From an optimization exercise on the open Yosys and OpenROAD flow, aimed at small area; shortcuts taken in it are not production practice.
Function was checked by simulation only, so behaviour that the tests miss may differ from the original.
No driver is modelled on the clock port, so clock power and skew are understated where the tree is cut down; a real chip needs a root buffer or a tree.
Power and IR drop assume default switching activity.

## main
==> flow/design.v <==
module digit_cell (input en, input [3:0] q, output reg [3:0] nq, output reg co, output reg [6:0] seg);
    always @(*) begin
        case ({en, q})
            5'b00000: begin nq = 4'b0000; co = 1'b0; seg = 7'b1000000; end
            5'b00001: begin nq = 4'b0001; co = 1'b0; seg = 7'b0000010; end
            5'b00010: begin nq = 4'b1010; co = 1'b0; seg = 7'b0010000; end
            5'b00011: begin nq = 4'b0011; co = 1'b0; seg = 7'b0010000; end
            5'b00100: begin nq = 4'b0100; co = 1'b0; seg = 7'b1000000; end
            5'b00101: begin nq = 4'b0101; co = 1'b0; seg = 7'b0000000; end
            5'b00110: begin nq = 4'b1110; co = 1'b0; seg = 7'b0100100; end
            5'b00111: begin nq = 4'b0111; co = 1'b0; seg = 7'b0100100; end
            5'b01000: begin nq = 4'b1000; co = 1'b0; seg = 7'b1111000; end
            5'b01001: begin nq = 4'b1001; co = 1'b0; seg = 7'b0011010; end
            5'b01010: begin nq = 4'b1010; co = 1'b0; seg = 7'b0110000; end
            5'b01011: begin nq = 4'b1011; co = 1'b0; seg = 7'b0010010; end
            5'b01100: begin nq = 4'b1100; co = 1'b0; seg = 7'b1111001; end
            5'b01101: begin nq = 4'b1101; co = 1'b0; seg = 7'b0011001; end
            5'b01110: begin nq = 4'b1110; co = 1'b0; seg = 7'b0100100; end
            5'b01111: begin nq = 4'b1111; co = 1'b0; seg = 7'b0100100; end
            5'b10000: begin nq = 4'b1100; co = 1'b0; seg = 7'b1000000; end
            5'b10001: begin nq = 4'b1000; co = 1'b0; seg = 7'b0000010; end
            5'b10010: begin nq = 4'b1100; co = 1'b1; seg = 7'b0010000; end
            5'b10011: begin nq = 4'b0000; co = 1'b1; seg = 7'b0010000; end
            5'b10100: begin nq = 4'b0111; co = 1'b0; seg = 7'b1000000; end
            5'b10101: begin nq = 4'b0011; co = 1'b0; seg = 7'b0000000; end
            5'b10110: begin nq = 4'b1110; co = 1'b1; seg = 7'b0100100; end
            5'b10111: begin nq = 4'b0010; co = 1'b1; seg = 7'b0100100; end
            5'b11000: begin nq = 4'b0101; co = 1'b0; seg = 7'b1111000; end
            5'b11001: begin nq = 4'b0001; co = 1'b0; seg = 7'b0011010; end
            5'b11010: begin nq = 4'b1101; co = 1'b0; seg = 7'b0110000; end
            5'b11011: begin nq = 4'b0001; co = 1'b0; seg = 7'b0010010; end
            5'b11100: begin nq = 4'b1111; co = 1'b0; seg = 7'b1111001; end
            5'b11101: begin nq = 4'b1011; co = 1'b0; seg = 7'b0011001; end
            5'b11110: begin nq = 4'b1110; co = 1'b0; seg = 7'b0100100; end
            5'b11111: begin nq = 4'b1010; co = 1'b0; seg = 7'b0100100; end
            default: begin nq = 4'b0; co = 1'b0; seg = 7'b0; end
        endcase
    end
endmodule
module digit3_cell (input en, input [2:0] q, output reg [2:0] nq, output reg [6:0] seg);
    always @(*) begin
        case ({en, q})
            4'b0000: begin nq = 3'b000; seg = 7'b1000000; end
            4'b0001: begin nq = 3'b001; seg = 7'b1100000; end
            4'b0010: begin nq = 3'b010; seg = 7'b1011001; end
            4'b0011: begin nq = 3'b011; seg = 7'b1111001; end
            4'b0100: begin nq = 3'b100; seg = 7'b0110000; end
            4'b0101: begin nq = 3'b101; seg = 7'b0100100; end
            4'b0110: begin nq = 3'b110; seg = 7'b0011001; end
            4'b0111: begin nq = 3'b111; seg = 7'b0111101; end
            4'b1000: begin nq = 3'b011; seg = 7'b1000000; end
            4'b1001: begin nq = 3'b001; seg = 7'b1100000; end
            4'b1010: begin nq = 3'b111; seg = 7'b1011001; end
            4'b1011: begin nq = 3'b101; seg = 7'b1111001; end
            4'b1100: begin nq = 3'b110; seg = 7'b0110000; end
            4'b1101: begin nq = 3'b100; seg = 7'b0100100; end
            4'b1110: begin nq = 3'b110; seg = 7'b0011001; end
            4'b1111: begin nq = 3'b100; seg = 7'b0111101; end
            default: begin nq = 3'b0; seg = 7'b0; end
        endcase
    end
endmodule
module trim_gen (CLOCK_50,START,RST,ENCLK,DOUT,LEDR,HEX0,HEX1,HEX2,HEX3);
    input CLOCK_50, RST, START;
    output reg DOUT;
    output [17:0] LEDR;
    output ENCLK;
    output [6:0] HEX0, HEX1, HEX2, HEX3;
    wire mshift, last, incr;
    reg [11:0] mirror;       
    reg cy;                  
    reg [3:0] d0, d1, d2;    
    reg [2:0] d3;
    wire [3:0] n0, n1, n2;
    wire [2:0] n3;
    wire c0, c1, c2;
    wire full = d0[0] & ~d0[2] & d1[1] & ~d1[3] & ~d3[0] & d3[1];
    seq_ctl SEQ(.CLOCK_50(CLOCK_50), .RST(RST), .START(START), .full(full), .mshift(mshift), .last(last), .incr(incr), .ENCLK(ENCLK));
    always @(posedge CLOCK_50 or posedge RST)
        if (RST) begin
            DOUT <= 1'b0;
            cy <= 1'b0;
            mirror <= 12'd0;
        end else begin
            if (mshift) begin
                mirror <= {DOUT, mirror[11:1]};
                cy <= cy & mirror[0];
                if (!last) DOUT <= mirror[0] ^ cy;
            end else if (incr) begin
                DOUT <= 1'b0;
                cy <= 1'b1;
            end
        end
    always @(posedge CLOCK_50 or posedge RST)
        if (RST) begin
            d0 <= 4'b0000; d1 <= 4'b0000; d2 <= 4'b0000; d3 <= 3'b000;
        end else begin
            d0 <= n0; d1 <= n1; d2 <= n2; d3 <= n3;
        end
    assign LEDR = {6'd0, mirror};
    digit_cell  U0(.en(incr), .q(d0), .nq(n0), .co(c0), .seg(HEX0));
    digit_cell  U1(.en(c0), .q(d1), .nq(n1), .co(c1), .seg(HEX1));
    digit_cell  U2(.en(c1), .q(d2), .nq(n2), .co(c2), .seg(HEX2));
    digit3_cell U3(.en(c2), .q(d3), .nq(n3), .seg(HEX3));
endmodule
module seq_ctl(input CLOCK_50, input RST, input START, input full, output mshift, output last, output incr, output ENCLK);
    reg [2:0] cnt; reg [4:0] s;
    wire rise = (cnt == 3'd3);
    wire fall = (cnt == 3'd7);
    wire [31:0] shift_t = 32'b01111111111111000111111111111100;
    wire [31:0] last_t = 32'b01000000000000000100000000000000;
    wire [31:0] inc_t = 32'b01010101010101010000000000000000;
    wire shift = shift_t[s];
    assign last = last_t[s];
    assign mshift = rise & shift;
    assign incr = rise & inc_t[s];
    wire [127:0] ns0_t = 128'b11111111111111110001010101010101111111111111111100010101010101001111111111111111010101010101010111111111111111110101010101010100;
    wire [127:0] ns1_t = 128'b00000100010001000010011001100110000001000100010000100110011001100100010001000100011001100110011001000100010001000110011001100110;
    wire [127:0] ns2_t = 128'b00111000011110000011100001111000001110000111100000111000011110000111100001111000011110000111100001111000011110000111100001111000;
    wire [127:0] ns3_t = 128'b00111111100000000011111110000000001111111000000000111111100000000111111110000000011111111000000001111111100000000111111110000000;
    wire [127:0] ns4_t = 128'b11010101010101011000000000000000110101010101010110000000000000001101010101010101100000000000000011010101010101011000000000000000;
    wire [4:0] ns = {ns4_t[{full,START,s}],ns3_t[{full,START,s}],ns2_t[{full,START,s}],ns1_t[{full,START,s}],ns0_t[{full,START,s}]};
    always @(posedge CLOCK_50 or posedge RST)
        if (RST) cnt <= 3'd0; else cnt <= cnt + 3'd1;
    always @(posedge CLOCK_50 or posedge RST)
        if (RST) s <= 5'd0;
        else if (fall) s <= ns;
    assign ENCLK = shift & cnt[2];
endmodule
Settings: LEC_CHECK=0, CAP_MARGIN=20, CORE_MARGIN=2, CORE_UTILIZATION=40, SLEW_MARGIN=20; clock period 15.0 ns.
standard.sh (not shown) runs the stock make flow with config.mk's settings and CLKGATE_MAP_FILE= SYNTH_SCRIPT=/design/flow/synth_recipe.tcl, a recipe that flattens the netlist after the stock synthesis.
==> flow/flow/run.sh <==
#!/bin/bash
# The standard ORFS flow (the standard.sh) with:
#  - an area-oriented ABC script for synthesis (flow/abc.script), no adder cells
#  - sky130_fd_sc_hd__buf_1 as the port buffer
#  - one tie cell for the constant outputs
#  - a one-level clock tree (flow/clock_buffer.tcl) in place of clock_tree_synthesis
set -e
here=$(pwd)
rm -rf "$here/scripts_local"
cp -r "$FLOW_HOME/scripts" "$here/scripts_local"
cp "$here/flow/abc.script" "$here/scripts_local/abc_speed.script"
cp "$here/flow/abc.script" "$here/scripts_local/abc_area.script"
sed -i 's#^log_cmd clock_tree_synthesis {\*}$cts_args#source $::env(CLOCK_BUFFER_TCL)#' "$here/scripts_local/cts.tcl"
grep -q CLOCK_BUFFER_TCL "$here/scripts_local/cts.tcl"
export SCRIPTS_DIR="$here/scripts_local"
export ADDER_MAP_FILE=
export BUFFER_PORTS_ARGS="-buffer_cell sky130_fd_sc_hd__buf_1"
export SKIP_REPAIR_TIE_FANOUT=1
export CLOCK_BUFFER_TCL="$here/flow/clock_buffer.tcl"
export CLOCK_BUFFER_CELL=sky130_fd_sc_hd__clkbuf_8
export CLOCK_BUFFER_COUNT=3
bash standard.sh > standard.log 2>&1
==> flow/flow/clock_buffer.tcl <==
# Replaces clock_tree_synthesis with a one-level clock tree: the register clock
# pins are split into CLOCK_BUFFER_COUNT groups by position (k-means), and each
# group gets one CLOCK_BUFFER_CELL at its centre, driven straight from the clock
# port. Every register is one buffer away from the port.
set block [ord::get_db_block]
set clk_src [get_name [lindex [get_property [lindex [all_clocks] 0] sources] 0]]
set clk_net [$block findNet $clk_src]
set k $::env(CLOCK_BUFFER_COUNT)
set pts {}
foreach it [$clk_net getITerms] {
  lassign [[$it getInst] getLocation] x y
  lappend pts [list $x $y [$it getInst] [$it getMTerm]]
}
set n [llength $pts]
# k-means, seeded with points spread along the sorted-by-x order
set sorted [lsort -integer -index 0 $pts]
set cent {}
for {set i 0} {$i < $k} {incr i} {
  set p [lindex $sorted [expr {int(($i + 0.5) * $n / $k)}]]
  lappend cent [list [lindex $p 0] [lindex $p 1]]
}
for {set iter 0} {$iter < 50} {incr iter} {
  set groups {}
  for {set i 0} {$i < $k} {incr i} { lappend groups {} }
  foreach p $pts {
    set best 0
    set bd 1e30
    for {set i 0} {$i < $k} {incr i} {
      lassign [lindex $cent $i] cx cy
      set d [expr {abs([lindex $p 0] - $cx) + abs([lindex $p 1] - $cy)}]
      if {$d < $bd} { set bd $d; set best $i }
    }
    lset groups $best [concat [lindex $groups $best] [list $p]]
  }
  set newcent {}
  for {set i 0} {$i < $k} {incr i} {
    set g [lindex $groups $i]
    if {[llength $g] == 0} { lappend newcent [lindex $cent $i]; continue }
    set sx 0; set sy 0
    foreach p $g { set sx [expr {$sx + [lindex $p 0]}]; set sy [expr {$sy + [lindex $p 1]}] }
    lappend newcent [list [expr {$sx / [llength $g]}] [expr {$sy / [llength $g]}]]
  }
  if {$newcent == $cent} break
  set cent $newcent
}
for {set i 0} {$i < $k} {incr i} {
  set g [lindex $groups $i]
  if {[llength $g] == 0} continue
  set pins {}
  foreach p $g {
    lappend pins [get_pins "[[lindex $p 2] getName]/[[lindex $p 3] getName]"]
  }
  lassign [lindex $cent $i] cx cy
  set x [ord::dbu_to_microns $cx]
  set y [ord::dbu_to_microns $cy]
  puts "Clock buffer $i: $::env(CLOCK_BUFFER_CELL) at ($x, $y) for [llength $g] registers"
  insert_buffer -buffer_cell $::env(CLOCK_BUFFER_CELL) -net $clk_src -load_pins $pins \
    -location [list $x $y] -buffer_name clkbuf_${i}_$clk_src -net_name clknet_${i}_$clk_src
}
foreach it [$clk_net getITerms] {
  foreach ot [[$it getInst] getITerms] {
    set net [$ot getNet]
    if { $net != "NULL" && [$ot isOutputSignal] } { $net setSigType CLOCK }
  }
}
set_propagated_clock [all_clocks]
Other scripts of this flow, unchanged in this note and not shown: flow/flow/abc.script
main: PASS, flow complete, no timing, DRC or antenna violations
What the feature branch does differently from main at the input level:
# main
export LEC_CHECK = 0
export CAP_MARGIN = 20
export CORE_MARGIN = 2
export CORE_UTILIZATION = 40
export SLEW_MARGIN = 20
create_clock -name core_clock -period 15.0 [get_ports {CLOCK_50}]
# the feature branch
export LEC_CHECK = 0
export CAP_MARGIN = 20
export CORE_MARGIN = 2
export CORE_UTILIZATION = 50
export SLEW_MARGIN = 20
create_clock -name core_clock -period 15.0 [get_ports {CLOCK_50}]
--- a/flow/flow/run.sh
+++ b/flow/flow/run.sh
@@ -20,3 +20,5 @@
 export CLOCK_BUFFER_CELL=sky130_fd_sc_hd__clkbuf_8
-export CLOCK_BUFFER_COUNT=3
+export CLOCK_BUFFER_COUNT=2
+export GPL_TIMING_DRIVEN=0
+export PRE_GLOBAL_PLACE_TCL="$here/flow/pre_global_place.tcl"
 bash standard.sh > standard.log 2>&1
==> flow/flow/pre_global_place.tcl (new file) <==
remove_buffers
Results
The final layout from the feature branch, which completed every stage, passed the timing, design-rule and antenna checks at the end of the flow. The feature branch vs main: final critical-path setup slack down in the feature branch. Against main as the reference, the feature branch delivers a higher combinational cell fraction of total power. The lower cell count came out of the feature branch. Sort the feature branch and main by sequential share of layout area, descending, and the feature branch comes first. Delta (the feature branch minus main): shortest clock period the worst path allows after layout increased 0.013 ns; number of global-route vias before repair rose by 116; area of the die went down by 19%; length of routed met3 wiring shrank by 3 µm. The feature branch vs main on headroom to the max-slew limit: the feature branch is the higher one. Run comparison: main first element of the critical path d0[3]; the feature branch first element of the critical path d0[1]. Against main, the feature branch comes in 1.5% lower on final area. The feature branch — total net switching power about 0.7% lower, main as reference.
No run of this note takes its clock network from TritonCTS; it comes from the design's own scripts or RTL.

-- separate check: timing with driven ports --
The flow's constraints put no driver on any port. The routed layouts listed below were extracted and timed again, unchanged, in two steps. Step 1 sets driving cells, clkbuf_16 on the clock port and buf_2 on the other inputs (assumed; they add their load-dependent delay and slew). Step 2 times the ports against the registers' clock, not the clock port: input delays grow and output delays shrink by t, the midpoint of the rising clock arrivals with the driver on. Slacks: ideal / step 1 / step 2; pairs: ideal / step 1.
| run | t, ns | setup slack, ns | clock arrival spread, ns |
|---|---|---|---|
| main | 0.182 | 10.810 / 10.765 / 10.948 | 0.027 / 0.027 |
| the feature branch | 0.195 | 10.797 / 10.765 / 10.960 | 0.009 / 0.010 |
After both steps every run listed still meets setup and hold.
